Context: an optimization exercise on an open-source flow, tuned for small area, a short achievable clock period and few clock cycles. The choices shown serve that exercise and are no tape-out recipe. RTL that was checked went through simulation tests only; none was proved equivalent to the original. The flow treats the clock pin as an ideal source, which a real chip does not have. Power and IR drop assume default switching activity.

## try-zinc
// fpu
module fpu(
    input  logic [31:0] op_A_in,
    input  logic [31:0] op_B_in,
    input  logic clk,
    input  logic reset,
    input  logic start,
    output logic [31:0] data_out,
    output logic [3:0]  status_out,
    output logic done
);
Size in the first run: ~1800 cells after synthesis, ~38 flip-flops, ~100 I/O pins, ~9400 µm² of cells after synthesis.
export LEC_CHECK = 0
export ABC_AREA = 1
export CAP_MARGIN = 20
export CORE_MARGIN = 2
export CORE_UTILIZATION = 45
export GPL_TIMING_DRIVEN = 0
export SLEW_MARGIN = 20
create_clock -name core_clock -period 10.0 [get_ports {clk}]
standard.sh (not shown) runs the stock make flow with config.mk's settings and CLKGATE_MAP_FILE= SYNTH_SCRIPT=/design/flow/synth_recipe.tcl, a recipe that flattens the netlist after the stock synthesis.
==> flow/flow/run.sh <==
#!/bin/bash
# The standard layout, with plain buffers (sky130_fd_sc_hd__buf_1) on the
# ports in place of the delay cells that buffer_ports picks by default.
# Timing repair aims at 4.4 ns of setup slack up to clock tree synthesis,
# and at 3.6 ns in the repair after global routing.
set -euo pipefail
export BUFFER_PORTS_ARGS="-buffer_cell sky130_fd_sc_hd__buf_1"
SETUP_SLACK_MARGIN=4.4 bash standard.sh cts > standard_make_to_cts.log 2>&1
SETUP_SLACK_MARGIN=3.6 bash standard.sh > standard_make.log 2>&1
try-zinc did not stop at any stage, and its layout met the timing, design-rule and antenna checks.
Testbench counts of try-zinc, summed over its fixed seeds: cycles 3,200.
Here is what was changed in the inputs of try-ember compared with try-zinc.
==> flow/flow/run.sh <==
#!/bin/bash
# The standard layout, with plain buffers (sky130_fd_sc_hd__buf_1) on the
# ports in place of the delay cells that buffer_ports picks by default.
# Timing repair aims at 4.0 ns of setup slack up to clock tree synthesis,
# and at 3.3 ns in the repair after global routing.
set -euo pipefail
export BUFFER_PORTS_ARGS="-buffer_cell sky130_fd_sc_hd__buf_1"
SETUP_SLACK_MARGIN=4.0 bash standard.sh cts > standard_make_to_cts.log 2>&1
SETUP_SLACK_MARGIN=3.3 bash standard.sh > standard_make.log 2>&1
==> run notes <==
try-ember was carried through to the last stage, and its layout satisfied the timing, design-rule and antenna checks.
The type of the worst setup path comes out in2reg in one run and reg2out in the other, namely in try-ember and try-zinc respectively.
Relative to try-zinc, the non-clock buffer count in the final layout measured on try-ember has decreased by more than 10%.
Delta (try-ember minus try-zinc): top achievable clock speed fell 0.93%; routed wire length fell 1800 µm; share of the clock period used by the worst path after layout rose 0.57 points.
For try-zinc, the origin of the worst setup path was r[18], unlike try-ember, where it was op_A_in[24].
## Diff of input files: try-amber against try-ember
==> flow/flow/run.sh <==
#!/bin/bash
# The standard layout, with plain buffers (sky130_fd_sc_hd__buf_1) on the
# ports in place of the delay cells that buffer_ports picks by default.
# Timing repair aims at 3.6 ns of setup slack up to clock tree synthesis,
# and at 3.0 ns in the repair after global routing.
set -euo pipefail
export BUFFER_PORTS_ARGS="-buffer_cell sky130_fd_sc_hd__buf_1"
SETUP_SLACK_MARGIN=3.6 bash standard.sh cts > standard_make_to_cts.log 2>&1
SETUP_SLACK_MARGIN=3.0 bash standard.sh > standard_make.log 2>&1
==> comparison <==
- When the final numbers for try-ember and try-amber were put side by side, the routed metal-1 wirelength turned out to be greater in try-ember.
- Relative to try-ember, share of power burned in combinational logic has gone down in try-amber.
- On core utilization: between try-ember and try-amber, it ends up lower for try-amber.
- For the area of combinational cells with multiple inputs, try-amber came in about 3% lower than try-ember did.
- For area fraction of clock buffers and clock inverters, try-ember and try-amber come out practically identical.
- Re total power draw: try-ember was higher than try-amber.
- Looking at finished layout cell area, try-amber sits below try-ember.
- Sequential share of power for try-amber is higher than for try-ember.
- Comparing try-amber with try-ember, the highest fanout seen on the critical path came out essentially unchanged.

The RTL this note starts from:
==> flow/design.v <==
module fpu(
    input  logic [31:0] op_A_in,
    input  logic [31:0] op_B_in,
    input  logic clk,
    input  logic reset,
    input  logic start,
    output logic [31:0] data_out,
    output logic [3:0]  status_out,
    output logic done
);
    logic [7:0]  ea, eb, e_l, dif;
    logic [8:0]  d_ab, d_ba;
    logic        a_ge_e, e_eq, fa_lt, a_big, s_l, eff_sub, swap_f, big;
    logic [25:0] m_a, m_b, m_l, m_s, m_s_sh, lost_mask;
    logic        sticky;
    logic [26:0] x, y, g, p, gg, pp, sum;
    always_comb begin
        ea   = op_A_in[30:23];
        eb   = op_B_in[30:23];
        m_a  = {|ea, op_A_in[22:0], 2'b00};
        m_b  = {|eb, op_B_in[22:0], 2'b00};
        d_ab = {1'b0, ea} - {1'b0, eb};
        d_ba = {1'b0, eb} - {1'b0, ea};
        a_ge_e = ~d_ab[8];
        e_eq   = (ea == eb);
        fa_lt  = op_A_in[22:0] < op_B_in[22:0];
        e_l  = a_ge_e ? ea  : eb;
        m_l  = a_ge_e ? m_a : m_b;
        m_s  = a_ge_e ? m_b : m_a;
        dif  = a_ge_e ? d_ab[7:0] : d_ba[7:0];
        a_big = e_eq ? ~fa_lt : a_ge_e;
        s_l   = a_big ? op_A_in[31] : op_B_in[31];
        eff_sub = op_A_in[31] ^ op_B_in[31];
        swap_f  = eff_sub & e_eq & fa_lt;
        big       = dif > 8'd24;
        m_s_sh    = big ? 26'd0 : (m_s >> dif[4:0]);
        lost_mask = big ? 26'h3ffffff : ~(26'h3ffffff << dif[4:0]);
        sticky    = |(m_s & lost_mask);
        x = {1'b0, m_l};
        y = {1'b0, m_s_sh} ^ {27{eff_sub}};
        g = x & y;
        p = x ^ y;
        gg = g;
        pp = p;
        gg[0] = g[0] | (p[0] & eff_sub & ~swap_f);
        for (int l = 0; l < 5; l++)
            for (int i = 0; i < 27; i++)
                if (i[l]) begin
                    gg[i] = gg[i] | (pp[i] & gg[((i >> (l + 1)) << (l + 1)) + (1 << l) - 1]);
                    pp[i] = pp[i] & pp[((i >> (l + 1)) << (l + 1)) + (1 << l) - 1];
                end
        sum = (p ^ {27{swap_f}}) ^ {gg[25:0], eff_sub & ~swap_f};
    end
    logic [26:0] r;
    logic [7:0]  e_q;
    logic        s_q, sticky_q;
    always_ff @(posedge clk) begin
        r        <= sum;
        e_q      <= e_l;
        s_q      <= s_l;
        sticky_q <= sticky;
    end
    always_ff @(posedge clk or negedge reset) begin
        if (!reset) done <= 1'b0;
        else        done <= start;
    end
    logic        zero, left, c_out, uf, ovf;
    logic [25:0] w, n0, n1, n2, n3, n4, keep;
    logic [23:0] ca;
    logic [22:0] inc, f_out;
    logic [4:0]  k;
    logic [7:0]  e_p1, e_p2, e_nr, e_left, e_out;
    always_comb begin
        zero = ~|r;
        left = ~r[26] & ~r[25];
        w  = r[26] ? r[26:1] : r[25:0];
        ca = w[25:2];
        for (int l = 0; l < 5; l++)
            for (int i = 0; i < 24; i++)
                if (i[l]) ca[i] = ca[i] & ca[((i >> (l + 1)) << (l + 1)) + (1 << l) - 1];
        inc   = w[24:2] ^ ({ca[21:0], 1'b1} & {23{w[0]}});
        c_out = w[0] & ca[23];
        e_p1  = e_q + 8'd1;
        e_p2  = e_q + 8'd2;
        e_nr  = (r[26] & c_out) ? e_p2 : (r[26] | c_out) ? e_p1 : e_q;
        k[4] = ~|r[25:10]; n1 = k[4] ? {r[9:0], 16'd0} : r[25:0];
        k[3] = ~|n1[25:18]; n2 = k[3] ? {n1[17:0], 8'd0} : n1;
        k[2] = ~|n2[25:22]; n3 = k[2] ? {n2[21:0], 4'd0} : n2;
        k[1] = ~|n3[25:24]; n4 = k[1] ? {n3[23:0], 2'd0} : n3;
        k[0] = ~n4[25];     n0 = k[0] ? {n4[24:0], 1'd0} : n4;
        e_left = e_q - {3'd0, k};
        keep = ~(26'h3ffffff >> e_q);
        uf   = ~r[26] & ~|(r[25:0] & keep);
        ovf  = (&e_q) | (~left & ((e_q == 8'd254 & (r[26] | c_out)) | (e_q == 8'd253 & r[26] & c_out)));
        e_out = left ? e_left : e_nr;
        f_out = left ? n0[24:2] : inc;
        if (zero) begin
            data_out = 32'd0;                   status_out = 4'b0001;
        end else if (ovf) begin
            data_out = {s_q, 8'hFF, 23'd0};     status_out = 4'b0100;
        end else if (uf) begin
            data_out = 32'd0;                   status_out = 4'b1000;
        end else begin
            data_out = {s_q, e_out, f_out};
            status_out = (w[0] && !left) || sticky_q ? 4'b0010 : 4'b0001;
        end
    end
endmodule
Settings: LEC_CHECK=0, ABC_AREA=1, CAP_MARGIN=20, CORE_MARGIN=2, CORE_UTILIZATION=45, GPL_TIMING_DRIVEN=0, SLEW_MARGIN=20; clock period 10.0 ns.
==> flow/flow/run.sh <==
#!/bin/bash
# The standard layout, with plain buffers (sky130_fd_sc_hd__buf_2) on the
# ports in place of the delay cells that buffer_ports picks by default.
set -euo pipefail
export BUFFER_PORTS_ARGS="-buffer_cell sky130_fd_sc_hd__buf_2"
bash standard.sh > standard_make.log 2>&1
Rerun with:
==> flow/flow/run.sh (replaced) <==
#!/bin/bash
# The standard layout, with plain buffers (sky130_fd_sc_hd__buf_1) on the
# ports in place of the delay cells that buffer_ports picks by default.
set -euo pipefail
export BUFFER_PORTS_ARGS="-buffer_cell sky130_fd_sc_hd__buf_1"
bash standard.sh > standard_make.log 2>&1
Critical path depth is unchanged.
Die area stays the same.
Final area went down by 0.81%.
Power rises by about 0.45%.
First-iteration DRC count fell by about 5%.
Setup slack is worse by 110 ps.
Via count is about the same.
Clock-buffer cell count decreases by 1.
Rerun with:
==> flow/run.sh (new file) <==
#!/bin/bash
# synth_recipe.tcl (not shown) runs the flow's synth.tcl, then flattens the netlist and writes it again
# the make line also repeats each setting of config.mk as NAME=value (left out here)
make -C /OpenROAD-flow-scripts/flow DESIGN_CONFIG=/design/flow/config.mk WORK_HOME=/design/flow/orfs CLKGATE_MAP_FILE= SYNTH_SCRIPT=/design/flow/synth_recipe.tcl finish
removed: flow/flow/run.sh
removed: flow/standard.sh
Effect:
- The changed run ran to the end with no violations
- power goes up by a few percent
- first-iteration DRC count goes down slightly
- routed wire length goes down slightly
- count of clock-buffer cells in the layout does not change
- critical path depth stays the same
- area after synthesis stays the same
- synthesized cell count stays the same
- sequential power is about the same
No run of this note included a check of the RTL's function; only the layout flow was run.

## garnet
Another version of the RTL of fpu (not shown whole).
Size: about 1900 cells after synthesis, roughly 100 I/O pins.
Settings: LEC_CHECK=0, ABC_AREA=1, CAP_MARGIN=20, CORE_MARGIN=2, CORE_UTILIZATION=45, GPL_TIMING_DRIVEN=0, SETUP_SLACK_MARGIN=4.0, SLEW_MARGIN=20; clock period 10.0 ns.
==> flow/flow/run.sh <==
#!/bin/bash
# The standard layout, with plain buffers (sky130_fd_sc_hd__buf_1) on the
# ports in place of the delay cells that buffer_ports picks by default.
set -euo pipefail
export BUFFER_PORTS_ARGS="-buffer_cell sky130_fd_sc_hd__buf_1"
bash standard.sh > standard_make.log 2>&1
Testbench counts of garnet, summed over its fixed seeds: cycles 3,200.
What nickel does differently from garnet at the input level:
# garnet
export LEC_CHECK = 0
export ABC_AREA = 1
export CAP_MARGIN = 20
export CORE_MARGIN = 2
export CORE_UTILIZATION = 45
export GPL_TIMING_DRIVEN = 0
export SETUP_SLACK_MARGIN = 4.0
export SLEW_MARGIN = 20
create_clock -name core_clock -period 10.0 [get_ports {clk}]
# nickel
export LEC_CHECK = 0
export ABC_AREA = 1
export CAP_MARGIN = 20
export CORE_MARGIN = 2
export CORE_UTILIZATION = 45
export GPL_TIMING_DRIVEN = 0
export SETUP_SLACK_MARGIN = 3.3
export SLEW_MARGIN = 20
create_clock -name core_clock -period 10.0 [get_ports {clk}]
### Flow results
garnet and nickel ended up with roughly the same die footprint.
nickel has met1 wire length below what garnet had.
Looking only at fraction of power consumed by sequential logic, and setting everything else aside, the higher value of nickel and garnet goes to nickel.
NOTE number of global-route vias before repair garnet->nickel decreased by a few percent
Compared with garnet, total length of routed wires in nickel decreased by a few percent.
Going from garnet to nickel, fmax down 6.6%, tap cell instance count flat, fraction of the cycle the final worst path needs up 4.3 points, final setup slack of the worst path down 0.43 ns.
Global-route usage | nickel below garnet
Compared with garnet, nickel ends up with less cell area.
For quartz, these inputs were changed with respect to nickel:
# nickel
export LEC_CHECK = 0
export ABC_AREA = 1
export CAP_MARGIN = 20
export CORE_MARGIN = 2
export CORE_UTILIZATION = 45
export GPL_TIMING_DRIVEN = 0
export SETUP_SLACK_MARGIN = 3.3
export SLEW_MARGIN = 20
create_clock -name core_clock -period 10.0 [get_ports {clk}]
# quartz
export LEC_CHECK = 0
export ABC_AREA = 1
export CAP_MARGIN = 20
export CORE_MARGIN = 2
export CORE_UTILIZATION = 45
export GPL_TIMING_DRIVEN = 0
export SLEW_MARGIN = 20
create_clock -name core_clock -period 10.0 [get_ports {clk}]
## What came out
Looking at critical path launch point, the op_A_in[23] result is from quartz; the op_A_in[25] one comes from nickel. Delta (quartz minus nickel): switching portion of total power picked up an extra 0.62 points; filler-free cell count of the finished design went down. Non-clock buffer count went down by a few percent going from nickel to quartz. From quartz to nickel, sequential fraction of the synthesis area did not move at all. [compare] base=nickel new=quartz: power decreased 2.5%, number of detailed-route iterations in the first pass decreased 2, via count decreased about 0.6%, placed instance count essentially unchanged. On worst path setup slack after routing, quartz does worse than nickel.

fpu, a different RTL version from the one above (not shown whole).
Size: roughly 1,600 cells after synthesis, ~38 flip-flops, about 100 I/O pins, about 0.0085 mm² of cells after synthesis.
export LEC_CHECK = 0
export ABC_AREA = 1
export CAP_MARGIN = 20
export CORE_MARGIN = 2
export CORE_UTILIZATION = 45
export GPL_TIMING_DRIVEN = 0
export SLEW_MARGIN = 20
create_clock -name core_clock -period 10.0 [get_ports {clk}]
==> flow/flow/run.sh <==
#!/bin/bash
# The standard layout, with plain buffers (sky130_fd_sc_hd__buf_1) on the
# ports in place of the delay cells that buffer_ports picks by default.
# Timing repair aims at 4.0 ns of setup slack up to clock tree synthesis;
# then cells are sized down where that keeps the worst slack (recover_area.tcl),
# and the repair after global routing aims at 3.0 ns.
set -euo pipefail
export BUFFER_PORTS_ARGS="-buffer_cell sky130_fd_sc_hd__buf_1"
SETUP_SLACK_MARGIN=4.0 bash standard.sh cts > standard_make_to_cts.log 2>&1
RESULTS=orfs/results/sky130hd/fpu/base openroad -no_init -exit flow/recover_area.tcl > recover_area.log 2>&1
SETUP_SLACK_MARGIN=3.0 bash standard.sh > standard_make.log 2>&1
Other scripts of this flow, unchanged in this note and not shown: flow/flow/recover_area.tcl
Testbench counts at the start, summed over its fixed seeds: cycles 3,200.
Edit:
==> flow/flow/run.sh (replaced) <==
#!/bin/bash
# The standard layout, with plain buffers (sky130_fd_sc_hd__buf_1) on the
# ports in place of the delay cells that buffer_ports picks by default.
# Timing repair aims at 3.8 ns of setup slack up to clock tree synthesis;
# then cells are sized down where that keeps the worst slack (recover_area.tcl),
# and the repair after global routing aims at 3.0 ns.
set -euo pipefail
export BUFFER_PORTS_ARGS="-buffer_cell sky130_fd_sc_hd__buf_1"
SETUP_SLACK_MARGIN=3.8 bash standard.sh cts > standard_make_to_cts.log 2>&1
RESULTS=orfs/results/sky130hd/fpu/base openroad -no_init -exit flow/recover_area.tcl > recover_area.log 2>&1
SETUP_SLACK_MARGIN=3.0 bash standard.sh > standard_make.log 2>&1
The changed run completed without violations.
Utilization went down by 3.2 points.
Non-clock buffer count went down by 84.
First-iteration DRC count went up by 2.2%.
Edit:
==> flow/flow/run.sh (replaced) <==
#!/bin/bash
# The standard layout, with plain buffers (sky130_fd_sc_hd__buf_1) on the
# ports in place of the delay cells that buffer_ports picks by default.
# Timing repair aims at 3.5 ns of setup slack up to clock tree synthesis;
# then cells are sized down where that keeps the worst slack (recover_area.tcl),
# and the repair after global routing aims at 3.0 ns.
set -euo pipefail
export BUFFER_PORTS_ARGS="-buffer_cell sky130_fd_sc_hd__buf_1"
SETUP_SLACK_MARGIN=3.5 bash standard.sh cts > standard_make_to_cts.log 2>&1
RESULTS=orfs/results/sky130hd/fpu/base openroad -no_init -exit flow/recover_area.tcl > recover_area.log 2>&1
SETUP_SLACK_MARGIN=3.0 bash standard.sh > standard_make.log 2>&1
Result: Design area came out lower by 2.5%. Non-clock buffer count decreases by 14. Flip-flop and latch count is unchanged. Count of clock-buffer cells in the layout is unchanged. Routed wire length is lower by 1.1%. Final cell count fell by 0.73%. Global-route usage went down by 0.50 points. Synthesized area stays the same. Power goes down by 2.9%. Worst setup slack is worse by 200 ps. Die area stays the same.
Edit:
==> flow/flow/run.sh (replaced) <==
#!/bin/bash
# The standard layout, with plain buffers (sky130_fd_sc_hd__buf_1) on the
# ports in place of the delay cells that buffer_ports picks by default.
# Timing repair aims at 3.0 ns of setup slack up to clock tree synthesis;
# then cells are sized down where that keeps the worst slack (recover_area.tcl),
# and the repair after global routing aims at 3.0 ns.
set -euo pipefail
export BUFFER_PORTS_ARGS="-buffer_cell sky130_fd_sc_hd__buf_1"
SETUP_SLACK_MARGIN=3.0 bash standard.sh cts > standard_make_to_cts.log 2>&1
RESULTS=orfs/results/sky130hd/fpu/base openroad -no_init -exit flow/recover_area.tcl > recover_area.log 2>&1
SETUP_SLACK_MARGIN=3.0 bash standard.sh > standard_make.log 2>&1
=>
- The changed run ran to the end with no violations
- setup slack loses 63 ps
- first-iteration DRC count goes down by a few percent
- count of clock-buffer cells in the layout is unchanged
- final area goes up slightly
- combinational power is about the same
- sequential power is about the same
- total power goes up slightly
- non-clock buffer count goes up by 1
Edit:
==> flow/flow/run.sh (replaced) <==
#!/bin/bash
# The standard layout, with plain buffers (sky130_fd_sc_hd__buf_1) on the
# ports in place of the delay cells that buffer_ports picks by default.
# Timing repair aims at 4.2 ns of setup slack up to clock tree synthesis;
# then cells are sized down where that keeps the worst slack (recover_area.tcl),
# and the repair after global routing aims at 3.0 ns.
set -euo pipefail
export BUFFER_PORTS_ARGS="-buffer_cell sky130_fd_sc_hd__buf_1"
SETUP_SLACK_MARGIN=4.2 bash standard.sh cts > standard_make_to_cts.log 2>&1
RESULTS=orfs/results/sky130hd/fpu/base openroad -no_init -exit flow/recover_area.tcl > recover_area.log 2>&1
SETUP_SLACK_MARGIN=3.0 bash standard.sh > standard_make.log 2>&1
Result: Via count rose by a few percent. Setup slack gains 420 ps. Design area rose by roughly a tenth. Non-clock buffer count rose by 86. Cell count rose by a few percent. Utilization rose by 4.9 points.

port drivers added, routing unchanged:
Ports are ideal in the flow. The routed layouts listed here were re-timed in OpenROAD.
Step 1 assumes that a clkbuf_16 drives the clock port and a buf_2 every other input.
Step 2 adds t to the input delays and takes it off the output delays; t is the mean of the earliest and latest rising clock arrival at the registers after step 1. Input paths then give back, and output paths get back, about the clock's delay inside the block.
a / b / c = ideal ports / drivers / drivers and shift; a / b = the first two.
run	t (ns)	setup WS [ns]	slew at the worst register clock pin (ns)
try-zinc	0.313	3.956 / 3.919 / 3.714	0.06 / 0.06
try-ember	0.309	3.900 / 3.882 / 3.601	0.05 / 0.05
try-amber	0.309	3.540 / 3.505 / 3.291	0.05 / 0.05
the first run of note 2	0.312	1.912 / 1.930 / 1.617	0.06 / 0.06
the second run of note 2	0.317	1.801 / 1.813 / 1.497	0.06 / 0.06
the third run of note 2	0.316	1.317 / 1.324 / 1.009	0.06 / 0.06
garnet	0.328	4.007 / 3.966 / 3.824	0.06 / 0.06
nickel	0.329	3.582 / 3.595 / 3.266	0.06 / 0.06
quartz	0.329	3.104 / 3.109 / 2.795	0.06 / 0.06
the first run of note 4	0.314	3.707 / 3.671 / 3.405	0.06 / 0.06
the second run of note 4	0.311	3.658 / 3.664 / 3.353	0.06 / 0.06
the third run of note 4	0.310	3.460 / 3.425 / 3.200	0.06 / 0.06
the fourth run of note 4	0.311	3.397 / 3.361 / 3.134	0.06 / 0.06
the fifth run of note 4	0.310	3.817 / 3.811 / 3.500	0.06 / 0.06
After both steps every run listed still meets setup and hold. For the fifth run of note 4, which loses most, drivers alone change the setup slack by -0.006 ns; drivers and shift together by -0.317 ns.
